Context: an optimization exercise on an open-source flow, tuned for small area. The choices shown serve that exercise and are no tape-out recipe.
Function was checked by simulation only, so behaviour that the tests miss may differ from the original.
Power is estimated from default activity; no workload was simulated.

**flow/design.v**
```verilog
`timescale 1ns / 1ps
module opl3_log_sine_lut (
    input wire [7:0] theta,
    output reg [11:0] out
);
    always @*
        case (theta)
            8'h0: out = 2137;
            8'h1: out = 1731;
            8'h2: out = 1543;
            8'h3: out = 1419;
            8'h4: out = 1326;
            8'h5: out = 1252;
            8'h6: out = 1190;
            8'h7: out = 1137;
            8'h8: out = 1091;
            8'h9: out = 1050;
            8'ha: out = 1013;
            8'hb: out = 979;
            8'hc: out = 949;
            8'hd: out = 920;
            8'he: out = 894;
            8'hf: out = 869;
            8'h10: out = 846;
            8'h11: out = 825;
            8'h12: out = 804;
            8'h13: out = 785;
            8'h14: out = 767;
            8'h15: out = 749;
            8'h16: out = 732;
            8'h17: out = 717;
            8'h18: out = 701;
            8'h19: out = 687;
            8'h1a: out = 672;
            8'h1b: out = 659;
            8'h1c: out = 646;
            8'h1d: out = 633;
            8'h1e: out = 621;
            8'h1f: out = 609;
            8'h20: out = 598;
            8'h21: out = 587;
            8'h22: out = 576;
            8'h23: out = 566;
            8'h24: out = 556;
            8'h25: out = 546;
            8'h26: out = 536;
            8'h27: out = 527;
            8'h28: out = 518;
            8'h29: out = 509;
            8'h2a: out = 501;
            8'h2b: out = 492;
            8'h2c: out = 484;
            8'h2d: out = 476;
            8'h2e: out = 468;
            8'h2f: out = 461;
            8'h30: out = 453;
            8'h31: out = 446;
            8'h32: out = 439;
            8'h33: out = 432;
            8'h34: out = 425;
            8'h35: out = 418;
            8'h36: out = 411;
            8'h37: out = 405;
            8'h38: out = 399;
            8'h39: out = 392;
            8'h3a: out = 386;
            8'h3b: out = 380;
            8'h3c: out = 375;
            8'h3d: out = 369;
            8'h3e: out = 363;
            8'h3f: out = 358;
            8'h40: out = 352;
            8'h41: out = 347;
            8'h42: out = 341;
            8'h43: out = 336;
            8'h44: out = 331;
            8'h45: out = 326;
            8'h46: out = 321;
            8'h47: out = 316;
            8'h48: out = 311;
            8'h49: out = 307;
            8'h4a: out = 302;
            8'h4b: out = 297;
            8'h4c: out = 293;
            8'h4d: out = 289;
            8'h4e: out = 284;
            8'h4f: out = 280;
            8'h50: out = 276;
            8'h51: out = 271;
            8'h52: out = 267;
            8'h53: out = 263;
            8'h54: out = 259;
            8'h55: out = 255;
            8'h56: out = 251;
            8'h57: out = 248;
            8'h58: out = 244;
            8'h59: out = 240;
            8'h5a: out = 236;
            8'h5b: out = 233;
            8'h5c: out = 229;
            8'h5d: out = 226;
            8'h5e: out = 222;
            8'h5f: out = 219;
            8'h60: out = 215;
            8'h61: out = 212;
            8'h62: out = 209;
            8'h63: out = 205;
            8'h64: out = 202;
            8'h65: out = 199;
            8'h66: out = 196;
            8'h67: out = 193;
            8'h68: out = 190;
            8'h69: out = 187;
            8'h6a: out = 184;
            8'h6b: out = 181;
            8'h6c: out = 178;
            8'h6d: out = 175;
            8'h6e: out = 172;
            8'h6f: out = 169;
            8'h70: out = 167;
            8'h71: out = 164;
            8'h72: out = 161;
            8'h73: out = 159;
            8'h74: out = 156;
            8'h75: out = 153;
            8'h76: out = 151;
            8'h77: out = 148;
            8'h78: out = 146;
            8'h79: out = 143;
            8'h7a: out = 141;
            8'h7b: out = 138;
            8'h7c: out = 136;
            8'h7d: out = 134;
            8'h7e: out = 131;
            8'h7f: out = 129;
            8'h80: out = 127;
            8'h81: out = 125;
            8'h82: out = 122;
            8'h83: out = 120;
            8'h84: out = 118;
            8'h85: out = 116;
            8'h86: out = 114;
            8'h87: out = 112;
            8'h88: out = 110;
            8'h89: out = 108;
            8'h8a: out = 106;
            8'h8b: out = 104;
            8'h8c: out = 102;
            8'h8d: out = 100;
            8'h8e: out = 98;
            8'h8f: out = 96;
            8'h90: out = 94;
            8'h91: out = 92;
            8'h92: out = 91;
            8'h93: out = 89;
            8'h94: out = 87;
            8'h95: out = 85;
            8'h96: out = 83;
            8'h97: out = 82;
            8'h98: out = 80;
            8'h99: out = 78;
            8'h9a: out = 77;
            8'h9b: out = 75;
            8'h9c: out = 74;
            8'h9d: out = 72;
            8'h9e: out = 70;
            8'h9f: out = 69;
            8'ha0: out = 67;
            8'ha1: out = 66;
            8'ha2: out = 64;
            8'ha3: out = 63;
            8'ha4: out = 62;
            8'ha5: out = 60;
            8'ha6: out = 59;
            8'ha7: out = 57;
            8'ha8: out = 56;
            8'ha9: out = 55;
            8'haa: out = 53;
            8'hab: out = 52;
            8'hac: out = 51;
            8'had: out = 49;
            8'hae: out = 48;
            8'haf: out = 47;
            8'hb0: out = 46;
            8'hb1: out = 45;
            8'hb2: out = 43;
            8'hb3: out = 42;
            8'hb4: out = 41;
            8'hb5: out = 40;
            8'hb6: out = 39;
            8'hb7: out = 38;
            8'hb8: out = 37;
            8'hb9: out = 36;
            8'hba: out = 35;
            8'hbb: out = 34;
            8'hbc: out = 33;
            8'hbd: out = 32;
            8'hbe: out = 31;
            8'hbf: out = 30;
            8'hc0: out = 29;
            8'hc1: out = 28;
            8'hc2: out = 27;
            8'hc3: out = 26;
            8'hc4: out = 25;
            8'hc5: out = 24;
            8'hc6: out = 23;
            8'hc7: out = 23;
            8'hc8: out = 22;
            8'hc9: out = 21;
            8'hca: out = 20;
            8'hcb: out = 20;
            8'hcc: out = 19;
            8'hcd: out = 18;
            8'hce: out = 17;
            8'hcf: out = 17;
            8'hd0: out = 16;
            8'hd1: out = 15;
            8'hd2: out = 15;
            8'hd3: out = 14;
            8'hd4: out = 13;
            8'hd5: out = 13;
            8'hd6: out = 12;
            8'hd7: out = 12;
            8'hd8: out = 11;
            8'hd9: out = 10;
            8'hda: out = 10;
            8'hdb: out = 9;
            8'hdc: out = 9;
            8'hdd: out = 8;
            8'hde: out = 8;
            8'hdf: out = 7;
            8'he0: out = 7;
            8'he1: out = 7;
            8'he2: out = 6;
            8'he3: out = 6;
            8'he4: out = 5;
            8'he5: out = 5;
            8'he6: out = 5;
            8'he7: out = 4;
            8'he8: out = 4;
            8'he9: out = 4;
            8'hea: out = 3;
            8'heb: out = 3;
            8'hec: out = 3;
            8'hed: out = 2;
            8'hee: out = 2;
            8'hef: out = 2;
            8'hf0: out = 2;
            8'hf1: out = 1;
            8'hf2: out = 1;
            8'hf3: out = 1;
            8'hf4: out = 1;
            8'hf5: out = 1;
            8'hf6: out = 1;
            8'hf7: out = 1;
            8'hf8: out = 0;
            8'hf9: out = 0;
            8'hfa: out = 0;
            8'hfb: out = 0;
            8'hfc: out = 0;
            8'hfd: out = 0;
            8'hfe: out = 0;
            8'hff: out = 0;
            default: out = 0;
        endcase
endmodule
`timescale 1ns / 1ps
module opl3_exp_lut (
    input wire [7:0] in,
    output reg [9:0] out
);
    always @*
        case (in)
            8'h0: out = 0;
            8'h1: out = 3;
            8'h2: out = 6;
            8'h3: out = 8;
            8'h4: out = 11;
            8'h5: out = 14;
            8'h6: out = 17;
            8'h7: out = 20;
            8'h8: out = 22;
            8'h9: out = 25;
            8'ha: out = 28;
            8'hb: out = 31;
            8'hc: out = 34;
            8'hd: out = 37;
            8'he: out = 40;
            8'hf: out = 42;
            8'h10: out = 45;
            8'h11: out = 48;
            8'h12: out = 51;
            8'h13: out = 54;
            8'h14: out = 57;
            8'h15: out = 60;
            8'h16: out = 63;
            8'h17: out = 66;
            8'h18: out = 69;
            8'h19: out = 72;
            8'h1a: out = 75;
            8'h1b: out = 78;
            8'h1c: out = 81;
            8'h1d: out = 84;
            8'h1e: out = 87;
            8'h1f: out = 90;
            8'h20: out = 93;
            8'h21: out = 96;
            8'h22: out = 99;
            8'h23: out = 102;
            8'h24: out = 105;
            8'h25: out = 108;
            8'h26: out = 111;
            8'h27: out = 114;
            8'h28: out = 117;
            8'h29: out = 120;
            8'h2a: out = 123;
            8'h2b: out = 126;
            8'h2c: out = 130;
            8'h2d: out = 133;
            8'h2e: out = 136;
            8'h2f: out = 139;
            8'h30: out = 142;
            8'h31: out = 145;
            8'h32: out = 148;
            8'h33: out = 152;
            8'h34: out = 155;
            8'h35: out = 158;
            8'h36: out = 161;
            8'h37: out = 164;
            8'h38: out = 168;
            8'h39: out = 171;
            8'h3a: out = 174;
            8'h3b: out = 177;
            8'h3c: out = 181;
            8'h3d: out = 184;
            8'h3e: out = 187;
            8'h3f: out = 190;
            8'h40: out = 194;
            8'h41: out = 197;
            8'h42: out = 200;
            8'h43: out = 204;
            8'h44: out = 207;
            8'h45: out = 210;
            8'h46: out = 214;
            8'h47: out = 217;
            8'h48: out = 220;
            8'h49: out = 224;
            8'h4a: out = 227;
            8'h4b: out = 231;
            8'h4c: out = 234;
            8'h4d: out = 237;
            8'h4e: out = 241;
            8'h4f: out = 244;
            8'h50: out = 248;
            8'h51: out = 251;
            8'h52: out = 255;
            8'h53: out = 258;
            8'h54: out = 262;
            8'h55: out = 265;
            8'h56: out = 268;
            8'h57: out = 272;
            8'h58: out = 276;
            8'h59: out = 279;
            8'h5a: out = 283;
            8'h5b: out = 286;
            8'h5c: out = 290;
            8'h5d: out = 293;
            8'h5e: out = 297;
            8'h5f: out = 300;
            8'h60: out = 304;
            8'h61: out = 308;
            8'h62: out = 311;
            8'h63: out = 315;
            8'h64: out = 318;
            8'h65: out = 322;
            8'h66: out = 326;
            8'h67: out = 329;
            8'h68: out = 333;
            8'h69: out = 337;
            8'h6a: out = 340;
            8'h6b: out = 344;
            8'h6c: out = 348;
            8'h6d: out = 352;
            8'h6e: out = 355;
            8'h6f: out = 359;
            8'h70: out = 363;
            8'h71: out = 367;
            8'h72: out = 370;
            8'h73: out = 374;
            8'h74: out = 378;
            8'h75: out = 382;
            8'h76: out = 385;
            8'h77: out = 389;
            8'h78: out = 393;
            8'h79: out = 397;
            8'h7a: out = 401;
            8'h7b: out = 405;
            8'h7c: out = 409;
            8'h7d: out = 412;
            8'h7e: out = 416;
            8'h7f: out = 420;
            8'h80: out = 424;
            8'h81: out = 428;
            8'h82: out = 432;
            8'h83: out = 436;
            8'h84: out = 440;
            8'h85: out = 444;
            8'h86: out = 448;
            8'h87: out = 452;
            8'h88: out = 456;
            8'h89: out = 460;
            8'h8a: out = 464;
            8'h8b: out = 468;
            8'h8c: out = 472;
            8'h8d: out = 476;
            8'h8e: out = 480;
            8'h8f: out = 484;
            8'h90: out = 488;
            8'h91: out = 492;
            8'h92: out = 496;
            8'h93: out = 501;
            8'h94: out = 505;
            8'h95: out = 509;
            8'h96: out = 513;
            8'h97: out = 517;
            8'h98: out = 521;
            8'h99: out = 526;
            8'h9a: out = 530;
            8'h9b: out = 534;
            8'h9c: out = 538;
            8'h9d: out = 542;
            8'h9e: out = 547;
            8'h9f: out = 551;
            8'ha0: out = 555;
            8'ha1: out = 560;
            8'ha2: out = 564;
            8'ha3: out = 568;
            8'ha4: out = 572;
            8'ha5: out = 577;
            8'ha6: out = 581;
            8'ha7: out = 585;
            8'ha8: out = 590;
            8'ha9: out = 594;
            8'haa: out = 599;
            8'hab: out = 603;
            8'hac: out = 607;
            8'had: out = 612;
            8'hae: out = 616;
            8'haf: out = 621;
            8'hb0: out = 625;
            8'hb1: out = 630;
            8'hb2: out = 634;
            8'hb3: out = 639;
            8'hb4: out = 643;
            8'hb5: out = 648;
            8'hb6: out = 652;
            8'hb7: out = 657;
            8'hb8: out = 661;
            8'hb9: out = 666;
            8'hba: out = 670;
            8'hbb: out = 675;
            8'hbc: out = 680;
            8'hbd: out = 684;
            8'hbe: out = 689;
            8'hbf: out = 693;
            8'hc0: out = 698;
            8'hc1: out = 703;
            8'hc2: out = 708;
            8'hc3: out = 712;
            8'hc4: out = 717;
            8'hc5: out = 722;
            8'hc6: out = 726;
            8'hc7: out = 731;
            8'hc8: out = 736;
            8'hc9: out = 741;
            8'hca: out = 745;
            8'hcb: out = 750;
            8'hcc: out = 755;
            8'hcd: out = 760;
            8'hce: out = 765;
            8'hcf: out = 770;
            8'hd0: out = 774;
            8'hd1: out = 779;
            8'hd2: out = 784;
            8'hd3: out = 789;
            8'hd4: out = 794;
            8'hd5: out = 799;
            8'hd6: out = 804;
            8'hd7: out = 809;
            8'hd8: out = 814;
            8'hd9: out = 819;
            8'hda: out = 824;
            8'hdb: out = 829;
            8'hdc: out = 834;
            8'hdd: out = 839;
            8'hde: out = 844;
            8'hdf: out = 849;
            8'he0: out = 854;
            8'he1: out = 859;
            8'he2: out = 864;
            8'he3: out = 869;
            8'he4: out = 874;
            8'he5: out = 880;
            8'he6: out = 885;
            8'he7: out = 890;
            8'he8: out = 895;
            8'he9: out = 900;
            8'hea: out = 906;
            8'heb: out = 911;
            8'hec: out = 916;
            8'hed: out = 921;
            8'hee: out = 927;
            8'hef: out = 932;
            8'hf0: out = 937;
            8'hf1: out = 942;
            8'hf2: out = 948;
            8'hf3: out = 953;
            8'hf4: out = 959;
            8'hf5: out = 964;
            8'hf6: out = 969;
            8'hf7: out = 975;
            8'hf8: out = 980;
            8'hf9: out = 986;
            8'hfa: out = 991;
            8'hfb: out = 996;
            8'hfc: out = 1002;
            8'hfd: out = 1007;
            8'hfe: out = 1013;
            8'hff: out = 1018;
            default: out = 0;
        endcase
endmodule
`timescale 1ns / 1ps
module opl2(
  clk,
  reset,
  opl2_we,
  opl2_data,
  opl2_adr,
  kon,
  channel_a,
  channel_b,
  sample_clk,
  sample_clk_128
  );
  input         clk;
  input         reset;
  input         opl2_we;
  input [7:0]   opl2_data;
  input [7:0]   opl2_adr;
  output [8:0]  kon;
  output signed [15:0] channel_a;
  output signed [15:0] channel_b;
  output sample_clk;
  output sample_clk_128;
  localparam [1:0]
    RELEASE = 2'b00,
    ATTACK  = 2'b01,
    DECAY   = 2'b10,
    SUSTAIN = 2'b11;
  localparam RAND_POLYNOMIAL = 'h800302;
  localparam TREMOLO_MAX_COUNT = 13*1024;
  reg [8:0] kon;
  reg signed [15:0] channel_a;
  reg signed [15:0] channel_b;
  reg sample_clk;
  reg sample_clk_128;
  genvar i;
  reg [9:0] cntr;
  reg sample_clk_en;
  always @(posedge clk)
    if (reset) begin
      cntr <= 10'd0;
      sample_clk_en <= 1'b0;
      sample_clk <= 1'b0;
    end else begin
      cntr <= cntr == 10'd813 ? 10'd0 : cntr + 1'b1;
      sample_clk_en <= cntr == 10'd0;
      sample_clk <= ~cntr[9];
      sample_clk_128 <= ~cntr[0];
    end
  reg [7:0] ma0 [0:8];
  reg [5:0] mb0 [0:8];
  reg [5:0] mc0 [0:8];
  reg [7:0] mbd;
  reg       m08;
  wire [7:0] wdata = reset ? 8'd0 : opl2_data;
  generate
    for (i = 0; i < 9; i = i + 1) begin: mch
      always @(posedge clk) begin
        if (reset || (opl2_we && opl2_adr == 8'ha0 + i)) ma0[i] <= wdata;
        if (reset || (opl2_we && opl2_adr == 8'hb0 + i)) mb0[i] <= wdata[5:0];
        if (reset || (opl2_we && opl2_adr == 8'hc0 + i)) mc0[i] <= wdata[5:0];
      end
    end
  endgenerate
  always @(posedge clk) begin
    if (reset || (opl2_we && opl2_adr == 8'hbd)) mbd <= wdata;
    if (reset || (opl2_we && opl2_adr == 8'h08)) m08 <= wdata[6];
  end
  reg [9:0] sfnum [0:8];
  reg [2:0] sblock [0:8];
  reg [8:0] scha;
  reg [8:0] schb;
  reg [2:0] sfb [0:8];
  reg [8:0] scnt;
  reg [7:0] sbd;
  reg       nts;
  reg [2:0] ch0_old;    
  generate
    for (i = 0; i < 9; i = i + 1) begin: sch
      always @(posedge clk)
        if (sample_clk_en) begin
          sfnum[i] <= {mb0[i][1:0], ma0[i]};
          sblock[i] <= mb0[i][4:2];
          schb[i] <= mc0[i][5];
          scha[i] <= mc0[i][4];
          sfb[i] <= mc0[i][3:1];
          scnt[i] <= mc0[i][0];
        end
      always @(posedge clk)
        if (reset)
          kon[i] <= 1'b0;
        else if (sample_clk_en)
          kon[i] <= mb0[i][5];
    end
  endgenerate
  always @(posedge clk)
    if (sample_clk_en) begin
      sbd <= mbd;
      nts <= m08;
      ch0_old <= {scha[0], schb[0], scnt[0]};
    end
  wire dam = sbd[7];
  wire dvb = sbd[6];
  wire ryt = sbd[5];
  wire bd  = sbd[4];
  wire sd  = sbd[3];
  wire tom = sbd[2];
  wire tc  = sbd[1];
  wire hh  = sbd[0];
  reg [4:0] rpos;        
  reg req;               
  reg act;               
  reg vB;
  reg fresh;             
  wire start = (sample_clk_en | req) & (rpos == 5'd17);
  wire fin = act & (rpos == 5'd17);
  always @(posedge clk)
    if (reset) begin
      rpos <= 5'd0;
      req <= 1'b0;
      act <= 1'b0;
      vB <= 1'b0;
      fresh <= 1'b1;
    end else begin
      rpos <= (rpos == 5'd17) ? 5'd0 : rpos + 1'b1;
      req <= start ? 1'b0 : (req | sample_clk_en);
      if (start)
        act <= 1'b1;
      else if (fin)
        act <= 1'b0;
      vB <= act;
      if (fin)
        fresh <= 1'b0;
    end
  reg [33:0] mr [0:17];
  reg [33:0] sr [0:17];
  wire [4:0] w_off = opl2_adr[4:0];
  wire [4:0] w_op = w_off - {2'b00, w_off[4:3], 1'b0};
  wire w_valid = opl2_we && (w_off[2:0] <= 3'd5) && (w_off[4:3] != 2'd3);
  reg [4:0] w_fld;
  always @ *
    case (opl2_adr[7:5])
    3'd1: w_fld = 5'b00001;
    3'd2: w_fld = 5'b00010;
    3'd3: w_fld = 5'b00100;
    3'd4: w_fld = 5'b01000;
    3'd7: w_fld = 5'b10000;
    default: w_fld = 5'b00000;
    endcase
  wire [5:0] w_d = {1'b0, rpos} + 6'd1 - {1'b0, w_op};
  wire [5:0] w_pos = w_d[5] ? w_d + 6'd18 : (w_d == 6'd18 ? 6'd0 : w_d);
  generate
    for (i = 0; i < 18; i = i + 1) begin: opring
      localparam PREV = (i + 17) % 18;
      wire hit = w_valid && w_pos == i;
      wire [4:0] wen = {5{reset}} | ({5{hit}} & w_fld);
      always @(posedge clk) begin
        mr[i][7:0]   <= wen[0] ? wdata : mr[PREV][7:0];
        mr[i][15:8]  <= wen[1] ? wdata : mr[PREV][15:8];
        mr[i][23:16] <= wen[2] ? wdata : mr[PREV][23:16];
        mr[i][31:24] <= wen[3] ? wdata : mr[PREV][31:24];
        mr[i][33:32] <= wen[4] ? wdata[1:0] : mr[PREV][33:32];
        sr[i] <= sample_clk_en ? mr[PREV] : sr[PREV];
      end
    end
  endgenerate
  reg [13:0] tremolo_index;
  reg [12:0] vibrato_index;    
  reg [23:0] rand_num;
  always @(posedge clk)
    if (reset) begin
      tremolo_index <= 14'd0;
      vibrato_index <= 13'd1;
      rand_num <= 24'd1;
    end else begin
      if (start) begin
        if (tremolo_index == TREMOLO_MAX_COUNT - 1)
          tremolo_index <= 0;
        else
          tremolo_index <= tremolo_index + 1'b1;
        if (rand_num & 1)
          rand_num <= (rand_num ^ RAND_POLYNOMIAL) >> 1;
        else
          rand_num <= rand_num >> 1;
      end
      if (act)
        vibrato_index <= vibrato_index + 1'b1;
    end
  wire [5:0] am_val_tmp0 = tremolo_index >> 8;
  wire [5:0] am_val_tmp1 = (am_val_tmp0 > 26) ? (2*26 + ~am_val_tmp0) : am_val_tmp0;
  wire [4:0] am_val = dam ? am_val_tmp1 : am_val_tmp1 >> 2;
  reg [8:0] k1;          
  reg [8:0] k2;          
  reg [2:0] q0;          
  reg [2:0] q1;
  reg bd0;
  reg hh0, hh1, sd0, sd1, tom0, tom1, tc0, tc1;
  always @(posedge clk)
    if (reset) begin
      k1 <= 9'd0;
      k2 <= 9'd0;
      q0 <= 3'd0;
      q1 <= 3'd0;
      bd0 <= 1'b0;
      hh0 <= 1'b0; hh1 <= 1'b0;
      sd0 <= 1'b0; sd1 <= 1'b0;
      tom0 <= 1'b0; tom1 <= 1'b0;
      tc0 <= 1'b0; tc1 <= 1'b0;
    end else if (fin) begin
      k1 <= kon;
      k2 <= k1;
      if (!ryt) begin
        q0 <= kon[8:6];
        q1 <= q0;
      end else begin
        bd0 <= bd;
        hh0 <= hh; hh1 <= hh0;
        sd0 <= sd; sd1 <= sd0;
        tom0 <= tom; tom1 <= tom0;
        tc0 <= tc; tc1 <= tc0;
      end
    end
  reg [1:0]  r_st  [0:17];
  reg [8:0]  r_env [0:17];
  reg [14:0] r_cnt [0:17];
  reg [19:0] r_pa  [0:17];
  reg [12:0] r_out [0:17];
  reg [12:0] r_fb2 [0:8];
  wire [4:0] op = rpos;
  reg [3:0] ch;
  reg is_mod;
  always @ *
    case (op)
    5'd0:  begin ch = 4'd0; is_mod = 1'b1; end
    5'd1:  begin ch = 4'd1; is_mod = 1'b1; end
    5'd2:  begin ch = 4'd2; is_mod = 1'b1; end
    5'd3:  begin ch = 4'd0; is_mod = 1'b0; end
    5'd4:  begin ch = 4'd1; is_mod = 1'b0; end
    5'd5:  begin ch = 4'd2; is_mod = 1'b0; end
    5'd6:  begin ch = 4'd3; is_mod = 1'b1; end
    5'd7:  begin ch = 4'd4; is_mod = 1'b1; end
    5'd8:  begin ch = 4'd5; is_mod = 1'b1; end
    5'd9:  begin ch = 4'd3; is_mod = 1'b0; end
    5'd10: begin ch = 4'd4; is_mod = 1'b0; end
    5'd11: begin ch = 4'd5; is_mod = 1'b0; end
    5'd12: begin ch = 4'd6; is_mod = 1'b1; end
    5'd13: begin ch = 4'd7; is_mod = 1'b1; end
    5'd14: begin ch = 4'd8; is_mod = 1'b1; end
    5'd15: begin ch = 4'd6; is_mod = 1'b0; end
    5'd16: begin ch = 4'd7; is_mod = 1'b0; end
    default: begin ch = 4'd8; is_mod = 1'b0; end
    endcase
  wire [7:0] p20 = sr[0][7:0];
  wire [7:0] p40 = sr[0][15:8];
  wire [7:0] p60 = sr[0][23:16];
  wire [7:0] p80 = sr[0][31:24];
  wire [1:0] ws = sr[0][33:32];
  wire am   = p20[7];
  wire vib  = p20[6];
  wire egt  = p20[5];
  wire ksr  = p20[4];
  wire [3:0] mult = p20[3:0];
  wire [1:0] ksl = p40[7:6];
  wire [5:0] tl  = p40[5:0];
  wire [3:0] ar = p60[7:4];
  wire [3:0] dr = p60[3:0];
  wire [3:0] sl = p80[7:4];
  wire [3:0] rr = p80[3:0];
  wire [9:0] fnum = sfnum[ch];
  wire [2:0] block = sblock[ch];
  wire [2:0] fb = sfb[ch];
  wire cnt_c = scnt[ch];
  wire kon_c = kon[ch];
  wire k1_c = k1[ch];
  wire k2_c = k2[ch];
  wire op_bd = ryt && (op == 5'd12 || op == 5'd15);
  wire op_hh = ryt && op == 5'd13;
  wire op_tt = ryt && op == 5'd14;
  wire op_sd = ryt && op == 5'd16;
  wire op_tc = ryt && op == 5'd17;
  wire [1:0]  st0  = fresh ? RELEASE : r_st[0];
  wire [8:0]  env0 = fresh ? 9'd511 : r_env[0];
  wire [14:0] cnt0 = fresh ? 15'd0 : r_cnt[0];
  wire [19:0] pa0  = fresh ? 20'd0 : r_pa[0];
  wire [12:0] out_old = fresh ? 13'd0 : r_out[0];
  wire [12:0] fb2_old = fresh ? 13'd0 : r_fb2[0];
  wire [19:0] pa17 = fresh ? 20'd0 : r_pa[14];   
  wire [19:0] pa13 = r_pa[4];                    
  reg off_old, off_new, rhy_old, rhy_new;
  always @ * begin
    if (ch < 4'd6) begin
      off_old = !k1_c && k2_c;
      off_new = !kon_c && k1_c;
    end else begin
      off_old = !q0[ch - 4'd6] && q1[ch - 4'd6];
      off_new = ryt ? off_old : (!kon_c && q0[ch - 4'd6]);
    end
    rhy_old = 1'b0;
    rhy_new = 1'b0;
    if (ryt)
      case (op)
      5'd12: rhy_new = bd && !bd0;
      5'd15: rhy_old = bd && !bd0;
      5'd13: begin rhy_old = hh0 && !hh1; rhy_new = hh && !hh0; end
      5'd14: begin rhy_old = tom0 && !tom1; rhy_new = tom && !tom0; end
      5'd16: begin rhy_old = sd0 && !sd1; rhy_new = sd && !sd0; end
      5'd17: begin rhy_old = tc0 && !tc1; rhy_new = tc && !tc0; end
      default: ;
      endcase
  end
  wire kon_old = (k1_c && !k2_c) || rhy_old;
  wire kon_new = (kon_c && !k1_c) || rhy_new;
  reg [1:0] next_state;
  always @ *
    case (st0)
    ATTACK: next_state = env0 == 0 ? DECAY : ATTACK;
    DECAY: next_state = (env0 >> 4) >= sl ? SUSTAIN : DECAY;
    SUSTAIN: next_state = !egt ? RELEASE : SUSTAIN;
    default: next_state = RELEASE;
    endcase
  wire [1:0] s1 = kon_old ? ATTACK : off_old ? RELEASE : next_state;
  wire [1:0] s2 = kon_new ? ATTACK : off_new ? RELEASE : s1;
  function [3:0] req_rate;
    input [1:0] s;
    input [3:0] ar, dr, rr;
    case (s)
    ATTACK: req_rate = ar;
    DECAY: req_rate = dr;
    SUSTAIN: req_rate = 0;
    default: req_rate = rr;
    endcase
  endfunction
  wire [7:0] rate_tmp0 = nts ? fnum[8] : fnum[9];
  wire [7:0] rate_tmp1 = rate_tmp0 | (block << 1);
  wire [7:0] rate_tmp2 = ksr ? rate_tmp1 : rate_tmp1 >> 2;
  function [17:0] rate_inc;
    input [3:0] requested_rate;
    input [7:0] rate_tmp2;
    reg [7:0] requested_rate_shifted;
    reg [7:0] effective_rate;
    reg [7:0] rate_value;
    reg [1:0] rof;
    begin
      requested_rate_shifted = requested_rate << 2;
      effective_rate = (rate_tmp2 + requested_rate_shifted > 60) ?
       60 : rate_tmp2 + requested_rate_shifted;
      rate_value = effective_rate >> 2;
      rof = effective_rate[1:0];
      rate_inc = (4 | rof) << rate_value;
    end
  endfunction
  wire [3:0] rate1 = req_rate(s1, ar, dr, rr);
  wire [3:0] rate2 = req_rate(s2, ar, dr, rr);
  wire [17:0] inc1 = rate_inc(rate1, rate_tmp2);
  wire [17:0] inc2 = rate_inc(rate2, rate_tmp2);
  wire [14:0] cnt1 = (rate1 != 0) ? cnt0 + inc1[14:0] : cnt0;
  wire [17:0] overflow_tmp = cnt1 + inc2;
  wire [7:0] rate_counter_overflow = overflow_tmp >> 15;
  reg [8:0] env1;
  always @ *
    if (s2 == ATTACK && rate_counter_overflow != 0 && env0 != 0)
      env1 = env0 - (((env0 * rate_counter_overflow) >> 3) + 1);
    else if (s2 == DECAY || s2 == RELEASE)
      if (env0 + rate_counter_overflow > 511)
        env1 = 511;
      else
        env1 = env0 + rate_counter_overflow;
    else
      env1 = env0;
  reg [3:0] mult_adj;
  always @ *
    case (mult)
    'h0: mult_adj = 1;
    'h1: mult_adj = 1;
    'h2: mult_adj = 2;
    'h3: mult_adj = 3;
    'h4: mult_adj = 4;
    'h5: mult_adj = 5;
    'h6: mult_adj = 6;
    'h7: mult_adj = 7;
    'h8: mult_adj = 8;
    'h9: mult_adj = 9;
    'hA: mult_adj = 10;
    'hB: mult_adj = 10;
    'hC: mult_adj = 12;
    'hD: mult_adj = 12;
    'hE: mult_adj = 15;
    default: mult_adj = 15;
    endcase
  wire [13:0] fnum_mult = fnum * mult_adj;
  wire [19:0] fnum_mult_sh = fnum_mult << block;
  wire signed [19:0] post_mult = (mult == 0) ? fnum_mult_sh >> 1 : fnum_mult_sh;
  wire [9:0] delta0 = fnum >> 7;
  wire [9:0] delta1 = ((vibrato_index >> 10) & 3) == 3 ? delta0 >> 1 : delta0;
  wire [9:0] delta2 = !dvb ? delta1 >> 1 : delta1;
  wire signed [9:0] vib_val = ((vibrato_index >> 10) & 4) != 0 ? ~delta2 : delta2;
  wire signed [19:0] phase_inc = vib ? post_mult + vib_val : post_mult;
  wire [9:0] upper_current_phase = pa0 >> 10;
  reg [9:0] friend_phase;
  always @ *
    if (op_hh)
      friend_phase = pa17 >> 10;
    else if (op_tc)
      friend_phase = pa13 >> 10;
    else
      friend_phase = 0;
  wire [9:0] phase_bit =
   (((upper_current_phase & 'h88) ^ ((upper_current_phase << 5) & 'h80)) |
   ((friend_phase ^ (friend_phase << 2)) & 'h20)) ? 'h02 : 'h00;
  reg [9:0] noise_bit;
  always @ *
    if (op_hh)
      noise_bit = rand_num[0] << 1;
    else if (op_sd)
      noise_bit = rand_num[0] << 8;
    else
      noise_bit = 0;
  reg [19:0] rhythm_phase;
  always @ *
    if (op_hh)
      rhythm_phase = ((phase_bit << 8) | ('h34 << (phase_bit ^ noise_bit))) << 10;
    else if (op_sd)
      rhythm_phase = (('h100 + (upper_current_phase & 'h100)) ^ noise_bit) << 10;
    else if (op_tc)
      rhythm_phase = ((1 + phase_bit) << 8) << 10;
    else
      rhythm_phase = pa0;
  wire use_feedback = is_mod && !((op == 5'd13 || op == 5'd14) && ryt);
  wire signed [12:0] fb1_s = out_old;
  wire signed [12:0] fb2_s = (op == 5'd0) ? out_old : fb2_old;
  reg signed [21:0] feedback_result_p0;
  always @ *
    if (fb == 0)
      feedback_result_p0 = 0;
    else
      feedback_result_p0 = ((fb1_s + fb2_s) <<< fb);
  wire signed [12:0] feedback_result = feedback_result_p0 >>> 9;
  wire carrier_mod_off = cnt_c || (ryt && (op == 5'd16 || op == 5'd17));
  wire [12:0] modulation = use_feedback ? feedback_result :
   (!is_mod && !carrier_mod_off) ? r_out[3] : 13'd0;
  wire rhythmic = op_hh || op_sd || op_tc;
  wire [19:0] pa_sum = pa0 + phase_inc;
  wire [9:0] fp_base = (rhythmic ? rhythm_phase[19:10] : pa_sum[19:10]) + (rhythmic ? phase_inc[19:10] : 10'd0);
  wire [19:0] pa1 = kon_new ? 20'd0 : pa_sum;
  wire [9:0] final_phase_hi = kon_new ? 10'd0 : fp_base + modulation[9:0];
  reg [6:0] rom_out;
  always @ *
    case (fnum >> 6)
    0: rom_out = 0;
    1: rom_out = 32;
    2: rom_out = 40;
    3: rom_out = 45;
    4: rom_out = 48;
    5: rom_out = 51;
    6: rom_out = 53;
    7: rom_out = 55;
    8: rom_out = 56;
    9: rom_out = 58;
    10: rom_out = 59;
    11: rom_out = 60;
    12: rom_out = 61;
    13: rom_out = 62;
    14: rom_out = 63;
    default: rom_out = 64;
    endcase
  wire signed [7:0] ksl_tmp0 = block - 8;
  wire signed [7:0] ksl_tmp1 = rom_out + (ksl_tmp0 << 3);
  reg [7:0] ksl_add;
  always @ *
    case (ksl)
    0: ksl_add = 0;
    1: ksl_add = ksl_tmp1 <= 0 ? 0 : ksl_tmp1 << 1;
    2: ksl_add = ksl_tmp1 <= 0 ? 0 : ksl_tmp1;
    default: ksl_add = ksl_tmp1 <= 0 ? 0 : ksl_tmp1 << 2;
    endcase
  wire [10:0] env_offs = (tl << 2) + ksl_add + (am ? am_val : 5'd0);
  reg incl;
  always @ *
    if (op == 5'd15)
      incl = ryt ? cnt_c : 1'b1;
    else if (op == 5'd12)
      incl = ryt ? !cnt_c : cnt_c;
    else if (op == 5'd13 || op == 5'd14)
      incl = cnt_c || ryt;
    else if (op == 5'd0)
      incl = ch0_old[0];
    else
      incl = is_mod ? cnt_c : 1'b1;
  wire cha_c = (ch == 4'd0) ? ch0_old[2] : scha[ch];
  wire chb_c = (ch == 4'd0) ? ch0_old[1] : schb[ch];
  wire signed [17:0] out_old_ext = fb1_s;
  reg signed [17:0] acc_a;
  reg signed [17:0] acc_b;
  wire signed [17:0] add_a = (act && incl && cha_c) ? out_old_ext : 18'sd0;
  wire signed [17:0] add_b = (act && incl && chb_c) ? out_old_ext : 18'sd0;
  always @(posedge clk) begin
    acc_a <= (start ? 18'sd0 : acc_a) + add_a;
    acc_b <= (start ? 18'sd0 : acc_b) + add_b;
  end
  always @(posedge clk)
    if (sample_clk_en) begin
      if (acc_a > 2**15 - 1)
        channel_a <= 2**15 - 1;
      else if (acc_a < -2**15)
        channel_a <= -2**15;
      else
        channel_a <= acc_a;
      if (acc_b > 2**15 - 1)
        channel_b <= 2**15 - 1;
      else if (acc_b < -2**15)
        channel_b <= -2**15;
      else
        channel_b <= acc_b;
    end
  reg [9:0] b_phase;       
  reg [9:0] b_offs;
  reg [1:0] b_ws;
  reg b_shl;
  always @(posedge clk) begin
    b_phase <= final_phase_hi;
    b_offs <= env_offs[9:0];
    b_ws <= ws;
    b_shl <= op_hh || op_tt || op_sd || op_tc;
  end
  wire [11:0] log_sin_out;
  opl3_log_sine_lut log_sine_lut_inst (
    .theta(b_phase[8] ? ~b_phase[7:0] : b_phase[7:0]),
    .out(log_sin_out)
  );
  wire signed [10:0] env_tmp = r_env[1] + b_offs;
  reg [8:0] env;
  always @ *
    if (env_tmp < 0)
      env = 0;
    else if (env_tmp > 511)
      env = 511;
    else
      env = env_tmp;
  wire [12:0] log_sin_plus_gain = log_sin_out + (env << 3);
  wire [9:0] exp_out;
  opl3_exp_lut exp_lut_inst (
    .in(~log_sin_plus_gain[7:0]),
    .out(exp_out)
  );
  wire [12:0] tmp_out0 = (2**10 + exp_out) << 1;
  reg signed [12:0] tmp_out1;
  always @ *
    if (b_phase[9])
      tmp_out1 = ~(tmp_out0 >> log_sin_plus_gain[12:8]);
    else
      tmp_out1 = tmp_out0 >> log_sin_plus_gain[12:8];
  wire signed [12:0] tmp_ws2 = tmp_out1 < 0 ? ~tmp_out1 : tmp_out1;
  reg signed [12:0] tmp_out2;
  always @ *
    case (b_ws)
    0: tmp_out2 = tmp_out1;
    1: tmp_out2 = tmp_out1 < 0 ? 0 : tmp_out1;
    2: tmp_out2 = tmp_ws2;
    default: tmp_out2 = b_phase[8] ? 0 : tmp_ws2;
    endcase
  wire [12:0] op_out = b_shl ? tmp_out2 << 1 : tmp_out2;
  always @(posedge clk) begin
    r_st[1]  <= act ? s2 : r_st[0];
    r_env[1] <= act ? env1 : r_env[0];
    r_cnt[1] <= act ? cnt1 : r_cnt[0];
    r_pa[1]  <= act ? pa1 : r_pa[0];
    r_out[1] <= r_out[0];
    r_out[2] <= vB ? op_out : r_out[1];
    r_fb2[1] <= (act && is_mod) ? out_old : r_fb2[0];
    r_st[0]  <= r_st[17];
    r_env[0] <= r_env[17];
    r_cnt[0] <= r_cnt[17];
    r_pa[0]  <= r_pa[17];
    r_out[0] <= r_out[17];
    r_fb2[0] <= r_fb2[8];
    r_out[3] <= r_out[2];
  end
  generate
    for (i = 2; i < 18; i = i + 1) begin: ring
      always @(posedge clk) begin
        r_st[i]  <= r_st[i-1];
        r_env[i] <= r_env[i-1];
        r_cnt[i] <= r_cnt[i-1];
        r_pa[i]  <= r_pa[i-1];
      end
      if (i > 3) begin: ro
        always @(posedge clk)
          r_out[i] <= r_out[i-1];
      end
    end
    for (i = 2; i < 9; i = i + 1) begin: fring
      always @(posedge clk)
        r_fb2[i] <= r_fb2[i-1];
    end
  endgenerate
endmodule
```
**flow/run.sh**
```bash
#!/bin/bash
# synth_recipe.tcl (not shown) runs the flow's synth.tcl, then flattens the netlist and writes it again
# the make line also repeats each setting of config.mk as NAME=value (left out here)
make -C /OpenROAD-flow-scripts/flow DESIGN_CONFIG=/design/flow/config.mk WORK_HOME=/design/flow/orfs CLKGATE_MAP_FILE= SYNTH_SCRIPT=/design/flow/synth_recipe.tcl finish
```
**flow/config.mk**
```make
export PLATFORM = sky130hd
export DESIGN_NAME = opl2
export DESIGN_NICKNAME = opl2
export VERILOG_FILES = /design/flow/design.v
export SDC_FILE = /design/flow/constraint.sdc
export NUM_CORES = 8
export LEC_CHECK = 0
export ABC_AREA = 1
export CAP_MARGIN = 20
export CORE_MARGIN = 2
export CORE_UTILIZATION = 65
export CTS_BUF_LIST = sky130_fd_sc_hd__clkbuf_16
export CTS_CLUSTER_DIAMETER = 100
export CTS_CLUSTER_SIZE = 27
export PLACE_DENSITY = 0.75
export SLEW_MARGIN = 20
```
**flow/constraint.sdc**
```tcl
create_clock -name core_clock -period 15.0 [get_ports {clk}]
set_input_delay 3.0000 -clock core_clock [delete_from_list [all_inputs] [get_ports {clk}]]
set_output_delay 3.0000 -clock core_clock [all_outputs]
set_load 0.01 [all_outputs]
```
==> metrics.md, run 1 <==
| Metric | Value |
|---|---|
| Slew Viols, Final | 0 |
| Clk latency of the worst-skew pair | 0.80 ns |
| Tcrit/Tclk final | 88.6% |
| Top_reg_cell synth | dfxtp_1 |
| Path depth of the worst reg2reg path | 67 |
| Crit Path Max Fanout | 23 |
| Post-Route WL | 238000 um |
| RSZ-0062 raised after global routing | false |
| Row cnt | 145 |
| Cells after Synth | 10800 |
| Power per Cell Area | 215 mW/mm^2 |
| Commonest non-fill, non-tap cell in the layout | nand2_1 |
| Cts bufs inserted | 130 |
| CTS resizes | 0 |
| Initial core utilization | 65.2% |
| Die Area | 0.159 sq mm |
| Overall Power | 23.1 mW |
| Most frequent cells in the layout | nand2_1 (3164), dfxtp_1 (2578), o21ai_0 (1156) |
| Core ar. | 0.156 sq mm |
| Initial antenna violation count | 9 |
| H-tree Lvls | 4 |
| Critical Path End Type | flip-flop |
| Post-synth EDFFs | 405 |
| Hold Crit Class | reg -> reg |
| Global-route wire length before repair | 370000 um |
| CP Class | reg -> reg |
| Post-DRT Antenna Nets | 0 |
| Min Tclk post-route | 13.29 ns |
| Yosys reg bits | 2986 |
| Busiest grt layer | met2 |
| Post-synth cell types | 78 |
| Hold_sp | r_pa[2][19] |
| Worst vdd ir | 0.405 mV |
| Remaining DRCs | 0 |
| Nets@finish | 11000 |
| Post-CTS setup buffer count | 0 |
| Worst slack at placement | 1.79 ns |
| First DRT Iteration DRCs | 6737 |
| Origin of the critical flop-to-flop path | ch[0] |
| DR vias/cell | 5.48 |
| Placer Congestion | 0.916 |
| I/O pin count | 62 |
| Hold endpoint | r_pa[3][19] |
| # setup viols final | 0 |
| Finished Layout Cells | 12800 |
| Status | complete, no violations |
| Fraction of registers with async set/reset | 0% |
| Worst flop-to-flop path endpoint | r_env[1][8] |
| Slew HR | 23.8% |
| GR Overflow Total | 0 |
| Sequential fraction of the synthesis area | 62.9% |
| Met1 usage | 41.1% |
| Clock Tree Buf Depth | 3 |
| Vias | 69900 |
| Final hold violation count | 0 |
| Post-CTS Hold Buffers | 0 |
| Syn nets | 11100 |
| CP startpoint kind | flip-flop |
| Hold Crit Depth | 0 |
| DR WL/cell | 18.6 um |
| Post-Synthesis Cell Area | 0.102 sq mm |
| Crit-path max cell delay | 0.57 ns |
| Final Skew | 0.0525 ns |
| Pin count of the biggest net entering global routing | 211 |
| First-pass iteration count of the detailed router | 8 |
| Worst EP arrival | 14.04 ns |
| Area Growth Syn to Fin | 6.16% |
| Fin worst setup slack | 1.71 ns |
| CTS root buf | clkbuf_16 |
| Slew @ Worst Pin | 1.14 ns |
| Syn Area/Cell | 9.41 sq um |
| Setup slack, reg-to-reg | 1.71 ns |
| Ys Warns | 17 |
| Fraction of layout cells with a size suffix above 1 | 3.73% |
| Clk sinks | 2986 |
| Met3 GRT Util | 3.99% |
| # fillers | 11800 |
| Slowest-stage cell, CP | inv_1 |
| Placed insts | 12600 |
| Max-cap violations | 0 |
| I/O Buffers | 61 |
| Reg clk slew, reported paths | 0.10 ns |
| Crit path required time | 15.75 ns |
| Setup_tns | 0 ns |
| CTS tree | built |
| Most frequent CP cell | nand2_1 |
| Post-DP HPWL | 158000 um |
| Gr usage total | 29.5% |
| Met2 Use GR | 47.9% |
| Fmax | 75.2 MHz |
| Die W | 399 um |
| Vias in the first global route | 66500 |
| Die height | 399 um |
| Pleak | 46.4 nW |
[critical path: cells and delay by family, from the launching register on]
family / cells / cell delay, ns
buffers and inverters: 7 / 1.29
AOI/OAI and AO/OA: 17 / 3.32
adders and majority gates: 8 / 2.89
xor gates and xnor gates: 2 / 0.37
DFF: 1 / 0.55
and+or+nand+nor: 33 / 4.76
[cell type report]
class | count | area (sq um) | share of cell area, %
timing repair buffer | 164 | 1440 | 1.34
inverter | 763 | 2880 | 2.67
sequential | 2986 | 63800 | 59.2
tap | 2058 | 2570 | 2.39
clock inverter | 41 | 434 | 0.403
multi-input combinational | 6604 | 33300 | 30.9
antenna | 2 | 5.00 | 0.00464
clock buffer | 132 | 3300 | 3.06
[how the worst max path moves through the flow]
stage | cells after the start | end | slack (ns) | from
finish | 67 | r_env[1][8] | 1.71 | ch[0]
global route | 65 | r_env[1][7] | 0.24 | ch[0]
CTS | 67 | r_env[1][8] | 1.69 | ch[0]
detailed placement | 67 | r_env[1][8] | 1.79 | ch[0]
global placement | 67 | r_env[1][8] | 1.85 | ch[0]
floorplan | 79 | r_env[1][8] | 4.45 | fresh
[cell usage after synthesis, drive strengths merged (46+ instances only)]
master,instances,area [sq um]
o21ai,1184,5930
nand2,3197,12100
nand4,46,294
a21oi,353,1770
ha,279,3490
fa,52,1040
clkbuf,403,1510
inv,744,2800
edfxtp,405,12200
nor3,50,267
nand3,277,1460
dfxtp,2581,51700
nor2,608,2360
xor2,124,1090
[registers in the layout, summed over array words and instances, names as in the netlist, 18 cells and up]
name      count
ma0          72
mb0          54
sblock       27
r_env       162
sfnum        90
acc_a        18
r_cnt       270
rand_num     23
r_st         36
acc_b        18
mr          612
r_pa        360
r_fb2       117
r_out       234
sr          612
mc0          54
sfb          27
[power breakdown]
group	switching, mW	leakage (nW)	internal, mW
combinational	6.94	19.6	3.17
clock	2.40	1.90	1.65
sequential	0.253	24.9	8.72
total	9.59	46.4	13.5
[metal layers]
metal | wire [um] | vias to the layer above
li1 | - | 34500
met1 | 105000 | 32600
met2 | 109000 | 2356
met3 | 15400 | 445
met4 | 8090 | 10
met5 | 64 | -
[cells by family after synthesis]
logic type / Yosys count / share of synthesized area (%)
mux: 7 / 0.0690
fa+ha+maj: 331 / 4.46
compound gates: 1864 / 10.1
simple gates: 4233 / 16.6
flops: 2986 / 62.9
xor+xnor: 169 / 1.46
buf+inv: 1202 / 4.49
[stage by stage]
stage / hold WS [ns] / util, % / cell area [sq um]
6_report: 0.305 / 69.2 / 108000
5_1_grt: 0.310 / 69.2 / 108000
4_1_cts: 0.311 / 69.2 / 108000
3_5_place_dp: 0.312 / 66.8 / 104000
3_3_place_gp: 0.310 / 66.8 / 104000
2_1_floorplan: 0.310 / - / 102000
==> run 2: changes to the inputs <==
--- a/flow/config.mk
+++ b/flow/config.mk
@@ -12,4 +12,4 @@
 export CTS_BUF_LIST = sky130_fd_sc_hd__clkbuf_16
-export CTS_CLUSTER_DIAMETER = 100
-export CTS_CLUSTER_SIZE = 27
+export CTS_CLUSTER_DIAMETER = 70
+export CTS_CLUSTER_SIZE = 30
 export PLACE_DENSITY = 0.75
==> run 2 against run 1 <==
Net effect: still clean on timing, DRC and antenna; clock skew is 0.0055 ns lower; fmax is 0.69% higher; worst hold slack worse by 0.0088 ns; first-iteration DRC count is 0.77% lower; non-clock buffer count is 1 higher; synthesized cell count stayed put; wire length is 0.21% lower; critical path type unchanged; critical endpoint unchanged; largest cell class unchanged; largest power group unchanged; highest routed layer unchanged.
==> metrics.md, run 2 <==
| Metric | Value |
|---|---|
| Setup slack, reg-to-reg | 1.80 ns |
| Status | complete, no violations |
| Tcrit/Tclk final | 88.0% |
| Clock Tree Buf Depth | 3 |
| Vias in the first global route | 66700 |
| # fillers | 11700 |
| Row cnt | 145 |
| Origin of the critical flop-to-flop path | ch[0] |
| CP startpoint kind | flip-flop |
| Post-CTS Hold Buffers | 0 |
| Max-cap violations | 0 |
| Initial core utilization | 65.2% |
| Post-CTS setup buffer count | 0 |
| GR Overflow Total | 0 |
| CP Buf/Inv Count | 7 |
| Biggest regs | mr: 612 flops, sr: 612 flops, r_pa: 360 flops |
| Multi-input logic area | 0.0333 sq mm |
| Setup_tns | 0 ns |
| Clk latency of the worst-skew pair | 0.84 ns |
| Area share of the largest cell type after synthesis | 50.9% |
| CTS resizes | 0 |
| Critical Path End Type | flip-flop |
| Crit Path Max Fanout | 23 |
| Placer Congestion | 0.916 |
| First DRT Iteration DRCs | 6685 |
| Initial antenna violation count | 9 |
| DR vias/cell | 5.46 |
| Commonest non-fill, non-tap cell in the layout | nand2_1 |
| Synth top area cells | dfxtp_1 (51%), edfxtp_1 (12%), nand2_1 (12%), o21ai_0 (5.7%), ha_1 (3.4%) |
| Gr usage total | 29.5% |
| Core ar. | 0.156 sq mm |
| Worst EP arrival | 13.96 ns |
| Syn Area/Cell | 9.41 sq um |
| Post-DP HPWL | 158000 um |
| CP Class | reg -> reg |
| Post-DRT Antenna Nets | 0 |
| Die Area | 0.159 sq mm |
| Pleak | 46.7 nW |
| Most frequent cells in the layout | nand2_1 (3164), dfxtp_1 (2578), o21ai_0 (1157) |
| Crit path required time | 15.76 ns |
| Fraction of registers with async set/reset | 0% |
| Worst flop-to-flop path endpoint | r_env[1][8] |
| Cells after Synth | 10800 |
| Area Growth Syn to Fin | 6.89% |
| CTS root buf | clkbuf_16 |
| Hold Crit Depth | 0 |
| Hold endpoint | r_out[5][2] |
| Syn nets | 11100 |
| Hold_sp | r_out[4][2] |
| Post-DP Area | 0.104 sq mm |
| Fmax | 75.8 MHz |
| Pin count of the biggest net entering global routing | 211 |
| Post-Synthesis Cell Area | 0.102 sq mm |
| Post-Route WL | 237000 um |
| Global-route wire length before repair | 369000 um |
| First-pass iteration count of the detailed router | 6 |
| DR WL/cell | 18.5 um |
| Path depth of the worst reg2reg path | 67 |
| Slew HR | 25.0% |
| Yosys reg bits | 2986 |
| Fraction of layout cells with a size suffix above 1 | 4.18% |
| Die W | 399 um |
| RSZ-0062 raised after global routing | false |
| Final hold violation count | 0 |
| H-tree Lvls | 4 |
| # setup viols final | 0 |
| Slew Viols, Final | 0 |
| Power per Cell Area | 216 mW/mm^2 |
| Crit-path max cell delay | 0.57 ns |
| Post-synth EDFFs | 405 |
| Most numerous cell in the Yosys netlist | nand2_1 |
| Slew @ Worst Pin | 1.12 ns |
| Synth area leader | dfxtp_1 |
| Most frequent CP cell | nand2_1 |
| Worst vdd ir | 0.402 mV |
| Die height | 399 um |
| Final instance area | 0.109 sq mm |
| Slowest-stage cell, CP | fa_1 |
| Min Tclk post-route | 13.20 ns |
| Remaining DRCs | 0 |
| Cts bufs inserted | 135 |
| Top_reg_cell synth | dfxtp_1 |
| Sequential fraction of the synthesis area | 62.9% |
| Register area | 0.0638 sq mm |
| Post-synth cell types | 78 |
| Vias | 69800 |
| I/O pin count | 62 |
| Nets@finish | 11000 |
| Top cell family by delay on the critical path | simple AND/OR/NAND/NOR gates |
| I/O Buffers | 61 |
| CTS tree | built |
| Ys Warns | 17 |
| Clk sinks | 2986 |
| Final Skew | 0.0469 ns |
| Hold Crit Class | reg -> reg |
| Reg clk slew, reported paths | 0.11 ns |
| Synth cell count leaders | nand2_1 (3172), dfxtp_1 (2581), o21ai_0 (1164) |
-- run 2: cell counts after synthesis --
No cell type changed its count.
-- run 2: area by class of cell --
cell class                      instances  share of cell area [%]
Multi-Input combinational cell       6604                    30.7
Timing Repair Buffer                  165                    1.36
Antenna cell                            1                 0.00231
Clock inverter                         76                   0.891
Inverter                              763                    2.66
Clock buffer                          139                    3.21
Sequential cell                      2986                    58.8
Tap cell                             2058                    2.37
-- run 2: logic make-up (layout without fill, tap and decap cells) --
kind of cell	Yosys count	count (layout)	share of synthesized area (%)
AND/OR/NAND/NOR	4233	4233	16.6
flip-flops	2986	2986	62.9
AO/OA/AOI/OAI	1864	1864	10.1
buffers and inverters	1202	1143	4.49
adder cells (fa/ha/maj)	331	331	4.46
XOR/XNOR	169	169	1.46
multiplexers	7	7	0.0690
other	0	1	0
-- run 2: worst max path at each step --
| stage | start | to | slack [ns] | cells past startpoint |
|---|---|---|---|---|
| 2_1_floorplan | fresh | r_env[1][8] | 4.45 | 79 |
| 3_3_place_gp | ch[0] | r_env[1][8] | 1.85 | 67 |
| 3_5_place_dp | ch[0] | r_env[1][8] | 1.79 | 67 |
| 4_1_cts | ch[0] | r_env[1][8] | 1.75 | 67 |
| 5_1_grt | ch[0] | r_env[1][7] | 0.33 | 65 |
| 6_report | ch[0] | r_env[1][8] | 1.80 | 67 |
-- run 2: power by group --
group	switching, mW	internal, mW	total (mW)
sequential	0.252	8.72	8.97
combinational	6.92	3.17	10.1
clock	2.56	1.86	4.43
total	9.73	13.8	23.5
-- run 2: worst register-to-register path: cells and delay by family, from the launching register on --
family / cells / cell delay, ns
DFF: 1 / 0.55
and+or+nand+nor: 33 / 4.73
AOI/OAI and AO/OA: 17 / 3.30
xor gates and xnor gates: 2 / 0.37
buffers and inverters: 7 / 1.31
adders and majority gates: 8 / 2.90
-- run 2: per-layer routing --
metal / share of wire (%) / wire length (um) / GRT usage [%]
met5: 0.022 / 53 / 0
met2: 46 / 109000 / 47.5
met3: 6.5 / 15300 / 4.18
met4: 3.4 / 8060 / 10.3
met1: 44 / 105000 / 40.8
-- run 2: stage by stage --
stage | hold slack (ns) | std cells | setup WS (ns) | power (mW) | util [%]
detailed placement | 0.312 | 12600 | 1.79 | 19.0 | 66.8
floorplan | 0.310 | 10800 | 4.45 | 16.1 | -
CTS | 0.290 | 12800 | 1.75 | 23.4 | 69.6
global placement | 0.310 | 12600 | 1.85 | 19.1 | 66.8
finish | 0.296 | 12800 | 1.80 | 23.5 | 69.7
global route | 0.305 | 12800 | 0.332 | 25.0 | 69.7
==> run 3: changes to the inputs <==
--- a/flow/config.mk
+++ b/flow/config.mk
@@ -12,3 +12,3 @@
 export CTS_BUF_LIST = sky130_fd_sc_hd__clkbuf_16
-export CTS_CLUSTER_DIAMETER = 70
+export CTS_CLUSTER_DIAMETER = 100
 export CTS_CLUSTER_SIZE = 30
==> run 3 against run 2 <==
Net effect: still clean on timing, DRC and antenna; clock power down 17%; utilization down 0.87 points; die area unchanged; power down 3.1%; flip-flop and latch count unchanged; global-route usage down 0.25 points; sequential share of layout area up 0.74 points; fmax down 0.56%; worst hold slack worse by 0.0070 ns; largest power group unchanged.
==> metrics.md, run 3 <==
| Metric | Value |
|---|---|
| Most numerous cell in the Yosys netlist | nand2_1 |
| Cells after Synth | 10800 |
| Path depth of the worst reg2reg path | 65 |
| Max-cap violations | 0 |
| Core ar. | 0.156 sq mm |
| Post-DP HPWL | 158000 um |
| Worst flop-to-flop path endpoint | r_env[1][7] |
| Setup crit start | ch[0] |
| Synth top area cells | dfxtp_1 (51%), edfxtp_1 (12%), nand2_1 (12%), o21ai_0 (5.7%), ha_1 (3.4%) |
| Power per Cell Area | 212 mW/mm^2 |
| # fillers | 11900 |
| CP Capture Point | r_env[1][7] |
| Syn Area/Cell | 9.41 sq um |
| Die height | 399 um |
| Area Growth Syn to Fin | 5.55% |
| DR vias/cell | 5.47 |
| Crit path required time | 15.66 ns |
| Initial core utilization | 65.2% |
| Post-Synth Simple-Gate Area | 16.6% |
| Min Tclk post-route | 13.27 ns |
| Post-synth EDFFs | 405 |
| # setup viols final | 0 |
| Remaining DRCs | 0 |
| Yosys reg bits | 2986 |
| Setup_tns | 0 ns |
| Post-DP Area | 0.104 sq mm |
| Syn nets | 11100 |
| Cts bufs inserted | 111 |
| Gr usage total | 29.2% |
| Hold Crit Class | reg -> reg |
| Overall Power | 22.8 mW |
| Fmax | 75.3 MHz |
| Top_reg_cell synth | dfxtp_1 |
| CTS tree | built |
| Row cnt | 145 |
| Clock Tree Buf Depth | 3 |
| Hold_sp | r_pa[13][11] |
| Crit Path Max Fanout | 23 |
| Pleak | 46.1 nW |
| Crit-path max cell delay | 0.57 ns |
| Largest family of logic cells by synthesized area | simple AND/OR/NAND/NOR gates |
| Biggest regs | mr: 612 flops, sr: 612 flops, r_pa: 360 flops |
| Post-synth cell types | 78 |
| Worst vdd ir | 0.402 mV |
| GR Overflow Total | 0 |
| Post-Synth Adder-Cell Area | 4.46% |
| Fin worst setup slack | 1.73 ns |
| I/O Buffers | 61 |
| Slew HR | 19.9% |
| Post-Synthesis Cell Area | 0.102 sq mm |
| RSZ-0062 raised after global routing | false |
| Initial antenna violation count | 9 |
| Vias | 69600 |
| Synth area leader | dfxtp_1 |
| Post-CTS Hold Buffers | 0 |
| Post-synthesis compound-gate area fraction | 10.1% |
| Fraction of layout cells with a size suffix above 1 | 3.50% |
| Post-CTS setup buffer count | 0 |
| Nets@finish | 11000 |
| Mux contribution to synthesized area | 0.0690% |
| First-pass iteration count of the detailed router | 6 |
| Post-DRT Antenna Nets | 0 |
| Final Skew | 0.0801 ns |
| Clk sinks | 2986 |
| Post-Route WL | 235000 um |
| Post-Synth XOR/XNOR Area | 1.46% |
| Slew @ Worst Pin | 1.20 ns |
| Most frequent cells in the layout | nand2_1 (3164), dfxtp_1 (2578), o21ai_0 (1157) |
| Worst slack at placement | 1.79 ns |
| Die W | 399 um |
| Pin count of the biggest net entering global routing | 211 |
| Fraction of registers with async set/reset | 0% |
| Status | complete, no violations |
| CP startpoint kind | flip-flop |
| First DRT Iteration DRCs | 6656 |
| Placer Congestion | 0.916 |
| Final instance area | 0.107 sq mm |
| CTS root buf | clkbuf_16 |
| Slowest-stage cell, CP | inv_1 |
| H-tree Lvls | 3 |
| Synth cell count leaders | nand2_1 (3172), dfxtp_1 (2581), o21ai_0 (1164) |
| Tcrit/Tclk final | 88.5% |
| Final hold violation count | 0 |
| Clk latency of the worst-skew pair | 0.81 ns |
| Setup slack, reg-to-reg | 1.73 ns |
| Global-route wire length before repair | 368000 um |
| Critical Path End Type | flip-flop |
| Vias in the first global route | 66200 |
| Register area | 0.0638 sq mm |
| I/O pin count | 62 |
| Origin of the critical flop-to-flop path | ch[0] |
| DR WL/cell | 18.5 um |
| Sequential fraction of the synthesis area | 62.9% |
| Area share of the largest cell type after synthesis | 50.9% |
| Commonest non-fill, non-tap cell in the layout | nand2_1 |
| Die Area | 0.159 sq mm |
| Multi-input logic area | 0.0333 sq mm |
| Slew Viols, Final | 0 |
| Worst EP arrival | 13.94 ns |
| CP Class | reg -> reg |
| Ys Warns | 17 |
| CTS resizes | 0 |
| Reg clk slew, reported paths | 0.11 ns |
==> run 3: cell counts after synthesis <==
Identical to the previous run, type by type.
==> run 3: per-stage QoR <==
| step | instances | utilization, % | hold WS (ns) |
|---|---|---|---|
| 2_1_floorplan | 10800 | - | 0.310 |
| 3_3_place_gp | 12600 | 66.8 | 0.310 |
| 3_5_place_dp | 12600 | 66.8 | 0.312 |
| 4_1_cts | 12700 | 68.8 | 0.280 |
| 5_1_grt | 12700 | 68.8 | 0.282 |
| 6_report | 12700 | 68.8 | 0.289 |
==> run 3: how the worst min path moves through the flow <==
stage,to,slack [ns],cells past startpoint
5_1_grt,r_pa[14][11],0.28,0
6_report,r_pa[14][11],0.29,0
2_1_floorplan,r_cnt[0][0],0.31,0
3_5_place_dp,r_out[16][11],0.31,0
3_3_place_gp,r_out[8][9],0.31,0
4_1_cts,r_pa[14][11],0.28,0
==> run 3: report_power, final <==
group / internal, mW / switching, mW / leakage [nW]
Clock: 1.39 / 2.31 / 1.60
Combinational: 3.17 / 6.92 / 19.6
Sequential: 8.72 / 0.252 / 24.9
Total: 13.3 / 9.48 / 46.1
==> run 3: cell type report <==
class / instances / area share (%)
flip-flops and latches: 2986 / 59.6
multi-input cells: 6604 / 31.1
inverters: 763 / 2.69
clock buffers: 113 / 2.64
well taps: 2058 / 2.40
repair buffers: 163 / 1.34
clock inverters: 32 / 0.272
diodes: 2 / 0.00467
==> run 3: critical path, delay by kind of cell, from the launching register on <==
family | cells | cell delay, ns
xor+xnor | 3 | 0.48
fa+ha+maj | 8 | 2.82
simple gates | 29 | 4.56
buf+inv | 8 | 1.50
compound gates | 17 | 3.21
flops | 1 | 0.56
==> run 3: cells by family after synthesis <==
kind of cell    count (synthesis)
compound gates               1864
xor+xnor                      169
mux                             7
simple gates                 4233
fa+ha+maj                     331
flops                        2986
buf+inv                      1202
==> run 3: metal layers <==
layer | GRT usage [%] | vias to the layer above | part of all wire (%)
met4 | 8.94 | 8 | 3.2
met3 | 3.53 | 410 | 6.0
met2 | 47.5 | 2201 | 46
met1 | 41.1 | 32500 | 45
li1 | - | 34500 | -
met5 | 0 | - | 0.023

[static timing again, ports no longer ideal]
In the flow no input, the clock included, has a driving cell. The finished layouts below were timed again as built, in two steps. Step 1: set_driving_cell puts a clkbuf_16 on clk and a buf_2 on each other input, an assumption about the parent block. Step 2 moves the port delays by t, midway between the first and last clock arrival at a register: inputs arrive t later, outputs are due t later. That takes back most of the time a late clock gives input paths. Three values: ideal, step 1, step 2; two values: the first two.
| run | shift t [ns] | setup WS [ns] | pins driven straight from the clock port |
|---|---|---|---|
| run 1 | 0.871 | 1.711 / 1.711 / 1.711 | 1 |
| run 2 | 0.905 | 1.802 / 1.802 / 1.802 | 1 |
| run 3 | 0.861 | 1.728 / 1.728 / 1.728 | 1 |
After both steps setup and hold are still met in every run listed.
